This design comes from an exercise in tuning for small area and a short achievable clock period on the open sky130 flow, not from production work.
The RTL was checked by simulation tests, not by an equivalence proof against the original design.
Power and IR drop assume default switching activity.

**constraint.sdc**
```tcl
create_clock -name core_clock -period 58.0 [get_ports {clk}]
set_input_delay 11.6000 -clock core_clock [delete_from_list [all_inputs] [get_ports {clk}]]
set_output_delay 11.6000 -clock core_clock [all_outputs]
set_load 0.01 [all_outputs]
```
**flow/run.sh**
```bash
#!/bin/bash
# Standard ORFS layout (the standard.sh, standard synthesis), with two
# changes to how the layout is made:
#  - timing repair aims far below the clock period: the input-to-register
#    path meets the long clock by a wide margin and would otherwise be left
#    unoptimised, though it sets the achieved period;
#  - CTS clusters up to 24 sinks per leaf buffer and adds no dummy loads.
# The make output goes to standard_flow.log; each ORFS step also writes its
# own log under orfs/logs/.
set -euo pipefail
bash standard.sh \
  SETUP_SLACK_MARGIN=46 \
  "CTS_ARGS=-sink_clustering_enable -repair_clock_nets -sink_clustering_size 24 -sink_clustering_max_diameter 60 -dont_use_dummy_load" \
  finish > standard_flow.log 2>&1
```
**config.mk**
```make
export PLATFORM = sky130hd
export DESIGN_NAME = morph_top_multiscale
export DESIGN_NICKNAME = morph_top_multiscale
export VERILOG_FILES = /design/flow/design.v
export SDC_FILE = /design/flow/constraint.sdc
export NUM_CORES = 4
export LEC_CHECK = 0
export CAP_MARGIN = 20
export CORE_MARGIN = 2
export CORE_UTILIZATION = 60
export SLEW_MARGIN = 20
export SYNTH_HIERARCHICAL = 1
export SYNTH_MINIMUM_KEEP_SIZE = 0
```
**design.v**
```verilog
module morph_edge_const(
    input  wire [7:0] dilate,
    input  wire [7:0] erode,
    output wire [7:0] half,       
    output wire [7:0] k1,         
    output wire [7:0] k2,         
    output wire [7:0] k3,         
    output wire [7:0] k4,         
    output wire       wide,       
    output wire       lo_en,      
    output wire [7:0] tl,
    output wire       hi_en,      
    output wire [7:0] th
);
    wire [8:0] sum_de = dilate + erode;
    assign half = sum_de[8:1];
    wire [7:0] range = dilate - erode;
    assign k1 = dilate + dilate[7:1];
    assign k2 = range + half;
    assign k3 = {erode[6:0], 1'b0} - half;
    assign k4 = erode + erode[7:1] + erode[0];
    assign wide  = (range >= 8'd171);
    assign lo_en = wide | (dilate >= 8'd171);
    assign tl    = wide ? k2 : dilate + 8'd85;
    assign hi_en = wide | (erode <= 8'd84);
    assign th    = wide ? k3 : erode + 8'd171;
endmodule
module morph_edge_sel(
    input  wire [7:0] pixel,
    input  wire [7:0] dilate,
    input  wire [7:0] erode,
    input  wire [7:0] half,
    input  wire [7:0] k1,
    input  wire [7:0] k2,
    input  wire [7:0] k3,
    input  wire [7:0] k4,
    input  wire       wide,
    input  wire       lo_en,
    input  wire [7:0] tl,
    input  wire       hi_en,
    input  wire [7:0] th,
    output wire [7:0] edge_out
);
    wire below = (pixel <= erode);
    wire above = (pixel >= dilate);
    wire lower = (pixel <= half);
    wire sat   = (lo_en && pixel <= tl && (lower || !wide))
              || (hi_en && pixel >= th && (!lower || !wide));
    wire r1 = !sat && below;
    wire r4 = !sat && !below && above;
    wire r2 = !sat && !below && !above && lower;
    wire r3 = !sat && !below && !above && !lower;
    wire [7:0] s1 = k1 - pixel - pixel[7:1] - (pixel[0] & !dilate[0]);
    wire [7:0] s2 = k2 - pixel;
    wire [7:0] s3 = pixel - k3;
    wire [7:0] s4 = pixel + pixel[7:1] + (pixel[0] & erode[0]) - k4;
    assign edge_out = {8{sat}} | ({8{r1}} & s1) | ({8{r2}} & s2)
                    | ({8{r3}} & s3) | ({8{r4}} & s4);
endmodule
module morph_fuse(
    input  wire [7:0]  pixel,
    input  wire [7:0]  dil3, ero3, half3, tl3, th3,
    input  wire [7:0]  k13, k23, k33, k43,
    input  wire        wide3, loen3, hien3,
    input  wire [7:0]  dil5, ero5, half5, tl5, th5,
    input  wire [7:0]  k15, k25, k35, k45,
    input  wire        wide5, loen5, hien5,
    output wire [7:0]  fused
);
    wire [7:0] e3, e5;
    morph_edge_sel u_s3 (.pixel(pixel), .dilate(dil3), .erode(ero3), .half(half3),
        .k1(k13), .k2(k23), .k3(k33), .k4(k43), .wide(wide3),
        .lo_en(loen3), .tl(tl3), .hi_en(hien3), .th(th3), .edge_out(e3));
    morph_edge_sel u_s5 (.pixel(pixel), .dilate(dil5), .erode(ero5), .half(half5),
        .k1(k15), .k2(k25), .k3(k35), .k4(k45), .wide(wide5),
        .lo_en(loen5), .tl(tl5), .hi_en(hien5), .th(th5), .edge_out(e5));
    wire [8:0] sum = e3 + e5;
    assign fused = sum[8:1];
endmodule
module morph_top_multiscale #(
    parameter IMG_W = 256
)(
    input  wire        clk,
    input  wire        rst,
    input  wire [7:0]  pixel_in,
    output reg  [7:0]  pixel_out
);
    localparam N = 3*IMG_W + 4;           
    reg [8*N-1:0] sr;
    always @(posedge clk)
        sr <= {sr[8*N-9:0], pixel_in};
    function [7:0] mx(input [7:0] a, input [7:0] b);
        mx = (a > b) ? a : b;
    endfunction
    function [7:0] mn(input [7:0] a, input [7:0] b);
        mn = (a < b) ? a : b;
    endfunction
    function [15:0] srt(input [7:0] a, input [7:0] b);
        srt = (a > b) ? {a, b} : {b, a};
    endfunction
    wire [15:0] q1 = srt(sr[8*1-1 -: 8], sr[8*(IMG_W+1)-1 -: 8]);
    wire [15:0] q2 = srt(sr[8*2-1 -: 8], sr[8*(IMG_W+2)-1 -: 8]);
    wire [15:0] q3 = srt(sr[8*3-1 -: 8], sr[8*(IMG_W+3)-1 -: 8]);
    wire [15:0] q4 = srt(sr[8*4-1 -: 8], sr[8*(IMG_W+4)-1 -: 8]);
    wire [15:0] q5 = srt(sr[8*(2*IMG_W)-1 -: 8], sr[8*(3*IMG_W)-1 -: 8]);
    wire [15:0] q6 = srt(sr[8*(2*IMG_W+1)-1 -: 8], sr[8*(3*IMG_W+1)-1 -: 8]);
    wire [15:0] q7 = srt(sr[8*(2*IMG_W+2)-1 -: 8], sr[8*(3*IMG_W+2)-1 -: 8]);
    wire [15:0] q8 = srt(sr[8*(2*IMG_W+3)-1 -: 8], sr[8*(3*IMG_W+3)-1 -: 8]);
    wire [15:0] q9 = srt(sr[8*(2*IMG_W+4)-1 -: 8], sr[8*(3*IMG_W+4)-1 -: 8]);
    wire [7:0] r3max = mx(mx(q1[15:8], q2[15:8]), sr[8*(IMG_W)-1 -: 8]);
    wire [7:0] r3min = mn(mn(q1[7:0], q2[7:0]), sr[8*(IMG_W)-1 -: 8]);
    wire [7:0] r5max = mx(mx(mx(r3max, q3[15:8]), mx(q4[15:8], q5[15:8])),
                          mx(mx(q6[15:8], q7[15:8]), mx(q8[15:8], q9[15:8])));
    wire [7:0] r5min = mn(mn(mn(r3min, q3[7:0]), mn(q4[7:0], q5[7:0])),
                          mn(mn(q6[7:0], q7[7:0]), mn(q8[7:0], q9[7:0])));
    reg [7:0] r3max_q, r3min_q, r5max_q, r5min_q;
    always @(posedge clk) begin
        r3max_q <= r3max;
        r3min_q <= r3min;
        r5max_q <= r5max;
        r5min_q <= r5min;
    end
    wire [7:0] x1 = sr[7:0];
    wire [7:0] dil3 = mx(x1, r3max_q);
    wire [7:0] ero3 = mn(x1, r3min_q);
    wire [7:0] dil5 = mx(x1, r5max_q);
    wire [7:0] ero5 = mn(x1, r5min_q);
    wire [7:0] half3, tl3, th3, half5, tl5, th5;
    wire [7:0] k13, k23, k33, k43, k15, k25, k35, k45;
    wire       wide3, loen3, hien3, wide5, loen5, hien5;
    morph_edge_const u_k3 (.dilate(dil3), .erode(ero3), .half(half3),
        .k1(k13), .k2(k23), .k3(k33), .k4(k43), .wide(wide3),
        .lo_en(loen3), .tl(tl3), .hi_en(hien3), .th(th3));
    morph_edge_const u_k5 (.dilate(dil5), .erode(ero5), .half(half5),
        .k1(k15), .k2(k25), .k3(k35), .k4(k45), .wide(wide5),
        .lo_en(loen5), .tl(tl5), .hi_en(hien5), .th(th5));
    wire [7:0] edge_fused;
    morph_fuse u_fuse (.pixel(pixel_in),
        .dil3(dil3), .ero3(ero3), .half3(half3), .tl3(tl3), .th3(th3),
        .k13(k13), .k23(k23), .k33(k33), .k43(k43), .wide3(wide3), .loen3(loen3), .hien3(hien3),
        .dil5(dil5), .ero5(ero5), .half5(half5), .tl5(tl5), .th5(th5),
        .k15(k15), .k25(k25), .k35(k35), .k45(k45), .wide5(wide5), .loen5(loen5), .hien5(hien5),
        .fused(edge_fused));
    reg [10:0] cnt;
    wire       valid = (cnt == 11'd1281);
    always @(posedge clk) begin
        if (rst) begin
            pixel_out <= 8'd0;
            cnt       <= 11'd0;
        end else begin
            if (!valid)
                cnt <= cnt + 11'd1;
            pixel_out <= valid ? edge_fused : 8'd0;
        end
    end
endmodule
```
**standard.sh**
```bash
#!/bin/bash
# synth_recipe.tcl (not shown) runs the flow's synth.tcl, then flattens the netlist and writes it again
# the make line also repeats each setting of config.mk as NAME=value (left out here)
make -C /OpenROAD-flow-scripts/flow DESIGN_CONFIG=/design/flow/config.mk WORK_HOME=/design/flow/orfs CLKGATE_MAP_FILE= SYNTH_SCRIPT=/design/flow/synth_recipe.tcl "${@:-finish}"
```
==> impl_metrics.yaml, run 1 <==
status:
  status: "no timing/DRC/antenna violations"
floorplanning:
  fp.dieH_um: 498.0
  dieWidth_um: 498.0
  rows: 181
  dieArea_sq_um: 248000
  initial_core_util: 0.6025
  io_pins: 18
  coreArea_sq_um: 243000
worst_setup_path:
  rr_worst_depth: 54
  endpoint_kind: "flip-flop"
  critPathMaxFanout: 5
  cp_data_required_time_ns: 58.76
  reg2reg_from: "sr[0]$_DFF_P_"
  critPathLaunchType: "input port"
  r2r_setup_slack_ns: 46.68
  cp-startpoint: "pixel_in[0]"
  worstReg2RegEnd: "r5max_q[7]$_DFF_P_"
  worst_ep_arrival_time_ns: 15.15
  worstSetupPathType: "in -> reg"
layout:
  final_nets: 10090
  layout-drive-gt1-share: 0.07764
  areaGrowthSynthToFinish_pct: 9.591
  fin_cells: 12720
clock_network:
  htree_levels: 5
  cts_hold_buf: 0
  clkSinkCount: 6227
  cts_made_buffers: 322
  clockBufferDepth: 4
  cts_tree: "built"
  root_buffer: "clkbuf_16"
  clkTransAtPathRegs_ns: 0.08
  clk_latency_ns: 0.96
sta:
  hold_viol: 0
  drv_slew: 0
  fmax_ghz: 0.06952
  fin_crit_sh: 0.2480
  worst_slack_ns: 43.62
  min_period_ns: 14.38
  setup_viol: 0
  maxSlewHeadroom: 0.2958
  clock_skew_ns: 0.09597
  rsz0062_at_grt: "yes"
  fin_setup_tns_ns: 0
  tightest_slew_ns: 1.056
synth:
  syn_inst: 9124
  syn_area_per_cell_sq_um: 16.05
  synth_nets: 9691
  synthTopCellsByCount: "dfxtp_1 (6,227), ha_1 (508), inv_1 (495), a21oi_1 (220), nor2_1 (150)"
  netlist_area_sq_um: 146400
  yosys_warnings: 7
  ys_async_sr_fraction: 0
  synth_ff_type: "dfxtp_1"
  yosysMostFrequentCell: "dfxtp_1"
  yosysTopAreaCellShare: 0.8514
  yosysTopAreaCell: "dfxtp_1"
  ys_seq_elements: 6227
  synth_edf_count: 0
  ys_types: 95
  ys_top_cells_by_area: "dfxtp_1 (85%), ha_1 (4.3%), inv_1 (1.3%)"
  seq_area_frac_synth: 0.8514
pwr:
  internal_power_uw: 6148
  p_clk_frac: 0.260
  seqPwrFrac: 0.508
  switching_power_uw: 2318
  p_comb_frac: 0.233
  sw_frac_of_total: 0.2738
  power.leakage_uw: 0.06623
  ir_drop_mv: 0.03799
  powerDensity_nw_per_um2: 52.76
grt:
  grt_pass1_wl_mm: 358.0
  grt_overflow_total: 0
  antenna_found_initial: 4
  grt_pass1_vias: 62840
  grt_util_all_layers: 0.1837
  grt_start_max_net_pins: 25
drt:
  ant_nets: 0
  drcViolationCount: 0
  vias: 58970
  first_pass_iters: 5
  dr.first_iter.drc_count: 3062
  routed_wl_mm: 225.8
  avgRoutedWirePerCell_um: 17.74
  avgViaCountPerCell: 4.634
place:
  dp_hpwl_mm: 127.8
  place_congestion: 0.8667
  io_buffers: 17
  dp_slack_ns: 41.86
  dp_cells: 12310
run:
  drv_cap: 0
worst_hold_path:
  holdCritPathClass: "reg -> reg"
  worstHoldPathCells: 0
  hp-start: "sr[2203]$_DFF_P_"
  hold_end: "sr[2211]$_DFF_P_"
==> area by class of cell <==
class	instances	area [sq um]
sequential	6227	124700
fill	15830	82540
multi-input combinational	2347	20610
clock buffer	322	8058
tap	3202	4006
inverter	498	1892
timing repair buffer	124	1207
antenna	4	10.01
==> metal layers <==
| layer | vias to the layer above | track usage | routed length, um |
|---|---|---|---|
| met3 | 410 | 0.02346 | 6148 |
| met2 | 716 | 0.2912 | 101400 |
| met4 | 0 | 0.05930 | 6961 |
| met1 | 27990 | 0.2640 | 111300 |
| li1 | 29850 | - | - |
| met5 | - | 0 | 0 |
==> flip-flops by register name (all words and copies together), names as in the netlist <==
name and count:
r5min_q 8, cnt 11, pixel_out 8, r3max_q 8, sr 6176, r3min_q 8
r5max_q 8
==> metrics by stage <==
stage | cell area, sq um | total power, uW | util | hold WS (ns)
floorplan | 146700 | 5616 | - | 0.3096
global placement | 150700 | 6057 | 0.6202 | 0.3095
detailed placement | 150700 | 6068 | 0.6202 | 0.3121
CTS | 159900 | 8472 | 0.6581 | 0.2316
global route | 160500 | 8893 | 0.6603 | 0.2173
finish | 160500 | 8466 | 0.6603 | 0.2324
==> per-module statistics from Yosys (local to each module, per instance) <==
module                flip-flops and latches  area (sq um)
morph_edge_sel                             0          2919
morph_fuse                                 0         319.1
morph_edge_const                           0          2673
morph_top_multiscale                    6227        134900
==> power by group through the flow <==
stage,clock [uW],combinational [uW],sequential (uW)
after floorplan,0,1220,4390
after global placement,0,1660,4400
after detailed placement,0,1670,4400
after CTS,2260,1910,4300
after global routing,2400,2200,4300
final,2200,1970,4300
==> logic make-up (layout without fill, tap and decap cells) <==
| logic type | Yosys count | in the layout | synth area share |
|---|---|---|---|
| DFF | 6227 | 6227 | 0.8514 |
| AOI/OAI and AO/OA | 776 | 776 | 0.03578 |
| and+or+nand+nor | 616 | 616 | 0.02159 |
| adders and majority gates | 559 | 559 | 0.05026 |
| buffers and inverters | 550 | 944 | 0.01460 |
| muxes | 227 | 227 | 0.01625 |
| xor gates and xnor gates | 169 | 169 | 0.01011 |
| other | 0 | 4 | 0 |
==> placed cells by master, fill, tap and decap left out, types with 28 or more instances in the layout <==
cell type  count
xnor2_1      112
nand2b_1      47
xor2_1        55
o21a_1        50
dfxtp_1     6220
o21ai_0      122
mux2i_1      136
nand4_1       35
mux2_2        79
ha_1         481
nor2_1       147
fa_1          42
clkbuf_16    323
inv_1        485
nand2_1      118
a21oi_1      207
a21o_1        69
o21bai_1      28
nor3_1        32
nor2b_1       53
nand3_1       67
buf_4         92
==> how the worst max path moves through the flow <==
stage	endpoint	cells after the start
floorplan	pixel_out[6]$_SDFF_PP0_	14
global placement	pixel_out[4]$_SDFF_PP0_	16
detailed placement	pixel_out[4]$_SDFF_PP0_	16
CTS	pixel_out[6]$_SDFF_PP0_	17
global route	pixel_out[6]$_SDFF_PP0_	18
finish	pixel_out[6]$_SDFF_PP0_	21
==> worst max-delay path, stage by stage <==
cell        delay (ns)
buf_8             0.10
buf_6             0.12
buf_16            0.13
clkinvlp_4        0.13
buf_12            0.13
ha_4              0.11
inv_2             0.03
a221o_1           0.36
a22oi_2           0.24
a211oi_2          0.09
o2111a_2          0.23
buf_4             0.15
a22oi_2           0.20
o2111ai_4         0.18
ha_1              0.33
nand4_1           0.18
buf_4             0.21
a21oi_4           0.15
mux2i_1           0.22
nand2_1           0.09
and2_4            0.14
==> timing repair <==
item                                    4_1_cts  5_1_grt
pin swaps                                    62       55
hold endpoints to repair                      0        0
resized for setup                           171       66
cloned                                        2        1
buffers inserted                             54       28
endpoints found under the setup margin       32       32
==> run 2, diff against run 1 <==
--- a/design.v
+++ b/design.v
@@ -65,6 +65,7 @@
     input  wire [7:0]  dil5, ero5, half5, tl5, th5,
     input  wire [7:0]  k15, k25, k35, k45,
     input  wire        wide5, loen5, hien5,
+    input  wire        en,            
     output wire [7:0]  fused
 );
     wire [7:0] e3, e5;
@@ -75,7 +76,7 @@
         .k1(k15), .k2(k25), .k3(k35), .k4(k45), .wide(wide5),
         .lo_en(loen5), .tl(tl5), .hi_en(hien5), .th(th5), .edge_out(e5));
     wire [8:0] sum = e3 + e5;
-    assign fused = sum[8:1];
+    assign fused = sum[8:1] & {8{en}};
 endmodule
 module morph_top_multiscale #(
     parameter IMG_W = 256
@@ -89,14 +90,22 @@
     reg [8*N-1:0] sr;
     always @(posedge clk)
         sr <= {sr[8*N-9:0], pixel_in};
+    function gt(input [7:0] a, input [7:0] b);
+        integer i;
+        begin
+            gt = 1'b0;
+            for (i = 0; i < 8; i = i + 1)
+                gt = (a[i] & !b[i]) | ((a[i] | !b[i]) & gt);
+        end
+    endfunction
     function [7:0] mx(input [7:0] a, input [7:0] b);
-        mx = (a > b) ? a : b;
+        mx = gt(a, b) ? a : b;
     endfunction
     function [7:0] mn(input [7:0] a, input [7:0] b);
-        mn = (a < b) ? a : b;
+        mn = gt(a, b) ? b : a;
     endfunction
     function [15:0] srt(input [7:0] a, input [7:0] b);
-        srt = (a > b) ? {a, b} : {b, a};
+        srt = gt(a, b) ? {a, b} : {b, a};
     endfunction
     wire [15:0] q1 = srt(sr[8*1-1 -: 8], sr[8*(IMG_W+1)-1 -: 8]);
     wire [15:0] q2 = srt(sr[8*2-1 -: 8], sr[8*(IMG_W+2)-1 -: 8]);
@@ -134,23 +143,20 @@
     morph_edge_const u_k5 (.dilate(dil5), .erode(ero5), .half(half5),
         .k1(k15), .k2(k25), .k3(k35), .k4(k45), .wide(wide5),
         .lo_en(loen5), .tl(tl5), .hi_en(hien5), .th(th5));
+    reg [10:0] cnt;
+    wire       valid = (cnt == 11'd1281);
     wire [7:0] edge_fused;
     morph_fuse u_fuse (.pixel(pixel_in),
         .dil3(dil3), .ero3(ero3), .half3(half3), .tl3(tl3), .th3(th3),
         .k13(k13), .k23(k23), .k33(k33), .k43(k43), .wide3(wide3), .loen3(loen3), .hien3(hien3),
         .dil5(dil5), .ero5(ero5), .half5(half5), .tl5(tl5), .th5(th5),
         .k15(k15), .k25(k25), .k35(k35), .k45(k45), .wide5(wide5), .loen5(loen5), .hien5(hien5),
-        .fused(edge_fused));
-    reg [10:0] cnt;
-    wire       valid = (cnt == 11'd1281);
+        .en(valid && !rst), .fused(edge_fused));
     always @(posedge clk) begin
-        if (rst) begin
-            pixel_out <= 8'd0;
-            cnt       <= 11'd0;
-        end else begin
-            if (!valid)
-                cnt <= cnt + 11'd1;
-            pixel_out <= valid ? edge_fused : 8'd0;
-        end
+        if (rst)
+            cnt <= 11'd0;
+        else if (!valid)
+            cnt <= cnt + 11'd1;
+        pixel_out <= edge_fused;
     end
 endmodule
--- a/config.mk
+++ b/config.mk
@@ -5,6 +5,7 @@
 export SDC_FILE = /design/flow/constraint.sdc
 export NUM_CORES = 4
 export LEC_CHECK = 0
+export ABC_AREA = 1
 export CAP_MARGIN = 20
 export CORE_MARGIN = 2
 export CORE_UTILIZATION = 60
==> run 2 against run 1 <==
- still clean
- hold slack improved by 0.016 ns
- sequential power barely moved
- fmax rose by 1.9%
- cell count rose by 3.8%
- synthesized cell count rose by 6.0%
- flip-flop and latch count did not move
- critical path type unchanged
==> impl_metrics.yaml, run 2 <==
status:
  status: "no timing/DRC/antenna violations"
worst_setup_path:
  crit_chain: "buf_6, buf_12, ha_4, fa_1, fa_2, fa_2, inv_2, nand4_1, nand3_2, xnor2_2, o21ai_1, nor2_1, nand3_2, ha_4, buf_4, nand2_4, o21a_1, a21oi_1"
  cp-startpoint: "pixel_in[0]"
  reg2reg_from: "sr[0]$_DFF_P_"
  cp_data_required_time_ns: 58.79
  endpoint_kind: "flip-flop"
  critPathLaunchType: "input port"
  worst_ep_arrival_time_ns: 14.90
  critPathMaxFanout: 5
  worstSetupPathType: "in -> reg"
  max_stage_delay_ns: 0.43
  crit_slowest_cell: "fa_1"
layout:
  largest_reg_flops: 6176
  final_nets: 10370
  areaGrowthSynthToFinish_pct: 9.189
  largest-register: "sr"
  layout-drive-gt1-share: 0.07401
  final_cell_mix: "dfxtp_1 (6,222), nand2_1 (923), inv_1 (720)"
  final_common_cell: "dfxtp_1"
  fillerInstances: 16210
  reg_top3: "sr (6176), cnt (11)"
sta:
  worst_slack_ns: 43.89
  min_period_ns: 14.11
  hold_viol: 0
  setup_viol: 0
  drv_slew: 0
  fmax_ghz: 0.07088
  maxSlewHeadroom: 0.2815
  fin_crit_sh: 0.2433
  tightest_slew_ns: 1.071
  rsz0062_at_grt: "yes"
  fin_setup_tns_ns: 0
  clock_skew_ns: 0.08696
synth:
  ys_seq_elements: 6227
  synth_ff_type: "dfxtp_1"
  ys_async_sr_fraction: 0
  syn_area_per_cell_sq_um: 14.90
  syn_inst: 9674
  seq_area_frac_synth: 0.8648
  ys_top_cells_by_area: "dfxtp_1 (86%), nand2_1 (2.5%), ha_1 (2.4%)"
  synth_nets: 10000
  netlist_area_sq_um: 144200
  yosys_warnings: 7
  synth_edf_count: 0
  yosysTopAreaCell: "dfxtp_1"
  yosysMostFrequentCell: "dfxtp_1"
  yosysTopAreaCellShare: 0.8648
  synthTopCellsByCount: "dfxtp_1 (6,227), nand2_1 (945), inv_1 (736), o21ai_0 (287), ha_1 (271)"
  ys_types: 60
grt:
  grt_pass1_vias: 60900
  grt_pass1_wl_mm: 338.5
  grt_util_all_layers: 0.1749
  antenna_found_initial: 5
  grt_start_max_net_pins: 29
  grt_overflow_total: 0
floorplanning:
  initial_core_util: 0.6049
  dieWidth_um: 494.2
  dieArea_sq_um: 244200
  io_pins: 18
  rows: 179
  coreArea_sq_um: 238300
  fp.dieH_um: 494.2
clock_network:
  root_buffer: "clkbuf_16"
  clkTransAtPathRegs_ns: 0.09
  cts_hold_buf: 0
  htree_levels: 5
  cts_made_buffers: 323
  clkSinkCount: 6227
  clockBufferDepth: 4
  cts_tree: "built"
  clk_latency_ns: 0.95
pwr:
  powerDensity_nw_per_um2: 52.59
  power.leakage_uw: 0.06457
  ir_drop_mv: 0.06318
place:
  place_congestion: 0.8457
  dp_hpwl_mm: 120.3
  dp_slack_ns: 42.23
  io_buffers: 17
drt:
  first_pass_iters: 6
  avgViaCountPerCell: 4.513
  ant_nets: 0
  routed_wl_mm: 211.3
  avgRoutedWirePerCell_um: 16.00
  dr.first_iter.drc_count: 3047
  drcViolationCount: 0
  vias: 59610
worst_hold_path:
  hp-start: "sr[3987]$_DFF_P_"
  holdCritPathClass: "reg -> reg"
run:
  drv_cap: 0
run 2: final timing paths:
kind	end	slack, ns	depth (start not counted)
worst max-delay path	pixel_out[7]$_DFF_P_	43.89	18
worst min-delay path	sr[3995]$_DFF_P_	0.25	0
worst max register to register	pixel_out[5]$_DFF_P_	49.60	46
worst min register to register	sr[3995]$_DFF_P_	0.25	0
run 2: cell families (layout without fill, tap and decap cells):
kind of cell / Yosys count / in the layout / share of synthesized area
xor+xnor: 137 / 137 / 0.008428
other cells: 0 / 2 / 0
simple gates: 1490 / 1490 / 0.04592
compound gates: 673 / 673 / 0.02738
fa+ha+maj: 322 / 322 / 0.03047
buf+inv: 825 / 1190 / 0.02305
flops: 6227 / 6227 / 0.8648
run 2: stage by stage:
step	cells	cell area [sq um]	util	power, uW	hold slack (ns)
2_1_floorplan	9674	144300	-	5532	0.3096
3_3_place_gp	12840	148300	0.6222	5995	0.3095
3_5_place_dp	12840	148300	0.6222	5973	0.3121
4_1_cts	13190	157000	0.6588	8268	0.2446
5_1_grt	13210	157400	0.6605	8716	0.2517
6_report	13210	157400	0.6605	8278	0.2487
run 2: power by group:
group          switching (uW)  leakage [uW]  internal (uW)
registers                9.22        0.0503           4290
logic                    1090        0.0103            689
clock network            1200       0.00398            993
run 2: layer usage:
layer	routed length, um	part of all wire	vias up	GRT usage
met1	106900	0.51	27930	0.2571
met4	6042	0.029	0	0.05308
li1	-	-	30540	-
met5	0	0	-	0
met3	6364	0.030	398	0.02414
met2	92030	0.44	742	0.2712
run 2: Yosys stat by module (local to each module, per instance):
| module | flip-flops and latches | area, sq um | cells |
|---|---|---|---|
| morph_top_multiscale | 6227 | 132400 | 7880 |
| morph_edge_const | 0 | 2655 | 399 |
| morph_fuse | 0 | 389.1 | 70 |
| morph_edge_sel | 0 | 3048 | 463 |
run 2: what timing repair did:
item / 4_1_cts / 5_1_grt
pin swaps: 52 / 60
buffers inserted: 21 / 16
setup endpoints to repair: 16 / 16
cloned: 2 / 0
resized for setup: 151 / 75
run 2: layout make-up:
| type | instances | area [sq um] | share of cell area |
|---|---|---|---|
| clock buffers | 323 | 8083 | 0.05135 |
| diodes | 2 | 5.005 | 0.00003180 |
| flip-flops and latches | 6227 | 124700 | 0.7920 |
| multi-input cells | 2622 | 16840 | 0.1070 |
| well taps | 3167 | 3963 | 0.02517 |
| inverters | 771 | 2933 | 0.01863 |
| repair buffers | 96 | 908.4 | 0.005771 |
run 2: worst max-delay path, delay by kind of cell:
kind | cells | cell delay, ns
simple gates | 5 | 0.52
fa+ha+maj | 5 | 1.80
xor+xnor | 1 | 0.11
buf+inv | 4 | 0.46
compound gates | 3 | 0.37
==> run 3, diff against run 2 <==
--- a/config.mk
+++ b/config.mk
@@ -8,7 +8,7 @@
 export ABC_AREA = 1
 export CAP_MARGIN = 20
 export CORE_MARGIN = 2
-export CORE_UTILIZATION = 60
+export CORE_UTILIZATION = 70
 export SLEW_MARGIN = 20
 export SYNTH_HIERARCHICAL = 1
 export SYNTH_MINIMUM_KEEP_SIZE = 0
==> run 3 against run 2 <==
- synthesized cell count did not move
- area after synthesis did not move
- the flow now stops in 4_1_cts
==> impl_metrics.yaml, run 3 <==
status:
  status: "stopped before the end"
  stop_stage: "4_1_cts"
  tool.error: "[ERROR DPL-0033] detailed placement checks failed during check placement."
synth:
  ys_types: 60
  seq_area_frac_synth: 0.8648
  synthAdderAreaFrac: 0.03047
  synth_top_family_by_area: "simple AND/OR/NAND/NOR gates"
  yosysTopAreaCellShare: 0.8648
  synth_edf_count: 0
  ys_async_sr_fraction: 0
  syn_inst: 9674
  synth-simple-area-share: 0.04592
  yosysTopAreaCell: "dfxtp_1"
  synth_xor_area_frac: 0.008428
  synth_compound_area_frac: 0.02738
  yosys_warnings: 7
  synth_nets: 10000
  synthTopCellsByCount: "dfxtp_1 (6,227), nand2_1 (945), inv_1 (736), o21ai_0 (287), ha_1 (271)"
  synth_ff_type: "dfxtp_1"
  synthMuxAreaShare: 0
  netlist_area_sq_um: 144200
  yosysMostFrequentCell: "dfxtp_1"
  ys_seq_elements: 6227
  syn_area_per_cell_sq_um: 14.90
  ys_top_cells_by_area: "dfxtp_1 (86%), nand2_1 (2.5%), ha_1 (2.4%)"
place:
  io_buffers: 17
  place_congestion: 0.8613
  dp_cells: 12370
  dp_hpwl_mm: 178.3
floorplanning:
  initial_core_util: 0.7046
  fp.dieH_um: 457.8
  rows: 166
  io_pins: 18
  dieWidth_um: 457.8
clock_network:
  post_cts_buffers: 53
  cts_made_buffers: 318
  clockBufferDepth: 4
  clkSinkCount: 6227
  cts_hold_buf: 0
  htree_levels: 5
  root_buffer: "clkbuf_16"
  post_cts_resize_count: 236
run 3: worst max-delay path by stage:
stage	start	end	slack, ns	cells after the start
after global placement	pixel_in[0]	pixel_out[6]$_DFF_P_	41.92	19
after detailed placement	pixel_in[0]	pixel_out[6]$_DFF_P_	41.97	19
after floorplan	pixel_in[0]	pixel_out[6]$_DFF_P_	43.52	18
run 3: kinds of logic after synthesis:
family | count (synthesis)
AO/OA/AOI/OAI | 673
XOR/XNOR | 137
adder cells (fa/ha/maj) | 322
flip-flops | 6227
buffers and inverters | 825
AND/OR/NAND/NOR | 1490
run 3: through the flow:
| stage | area, sq um | setup WS (ns) |
|---|---|---|
| floorplan | 144300 | 43.52 |
| global placement | 147700 | 41.92 |
| detailed placement | 147700 | 41.97 |
run 3: power by group through the flow:
stage                     combinational [uW]  sequential [uW]  clock, uW
after floorplan                         1140             4390          0
after global placement                  1570             4400          0
after detailed placement                1570             4400          0
run 3: per-module statistics from Yosys, one instance, submodules excluded:
module / cell area (sq um) / cells / times used
morph_fuse: 389.1 / 70 / 1
morph_top_multiscale: 132400 / 7880 / 1
morph_edge_const: 2655 / 399 / 2
morph_edge_sel: 3048 / 463 / 2

## re-timing with driven ports
No port has a modelled driver above. Below, the same layouts with a new extraction and two added sets of constraints.
Step 1 (the two cells are an assumption about what drives the block):
set clk [get_ports {clk}]
set_driving_cell -lib_cell sky130_fd_sc_hd__clkbuf_16 $clk
set_driving_cell -lib_cell sky130_fd_sc_hd__buf_2 [delete_from_list [all_inputs] $clk]
Step 2 adds t to the input delays and takes it off the output delays; t is the mean of the earliest and latest rising clock arrival at the registers after step 1. Input paths then give back, and output paths get back, about the clock's delay inside the block.
Slacks: ideal / step 1 / step 2; pairs: ideal / step 1.
| run | t, ns | setup slack, ns | hold WS [ns] | latest minus earliest clock arrival (ns) |
|---|---|---|---|---|
| run 1 | 1.000 | 43.617 / 43.570 / 42.571 | 0.232 / 0.232 / 0.232 | 0.200 / 0.201 |
| run 2 | 0.996 | 43.891 / 43.935 / 42.939 | 0.249 / 0.249 / 0.249 | 0.164 / 0.165 |
After both steps setup and hold are still met in every run listed. The setup slack of run 1, which loses most, moves by -0.047 ns with the drivers and by -1.046 ns with both steps.
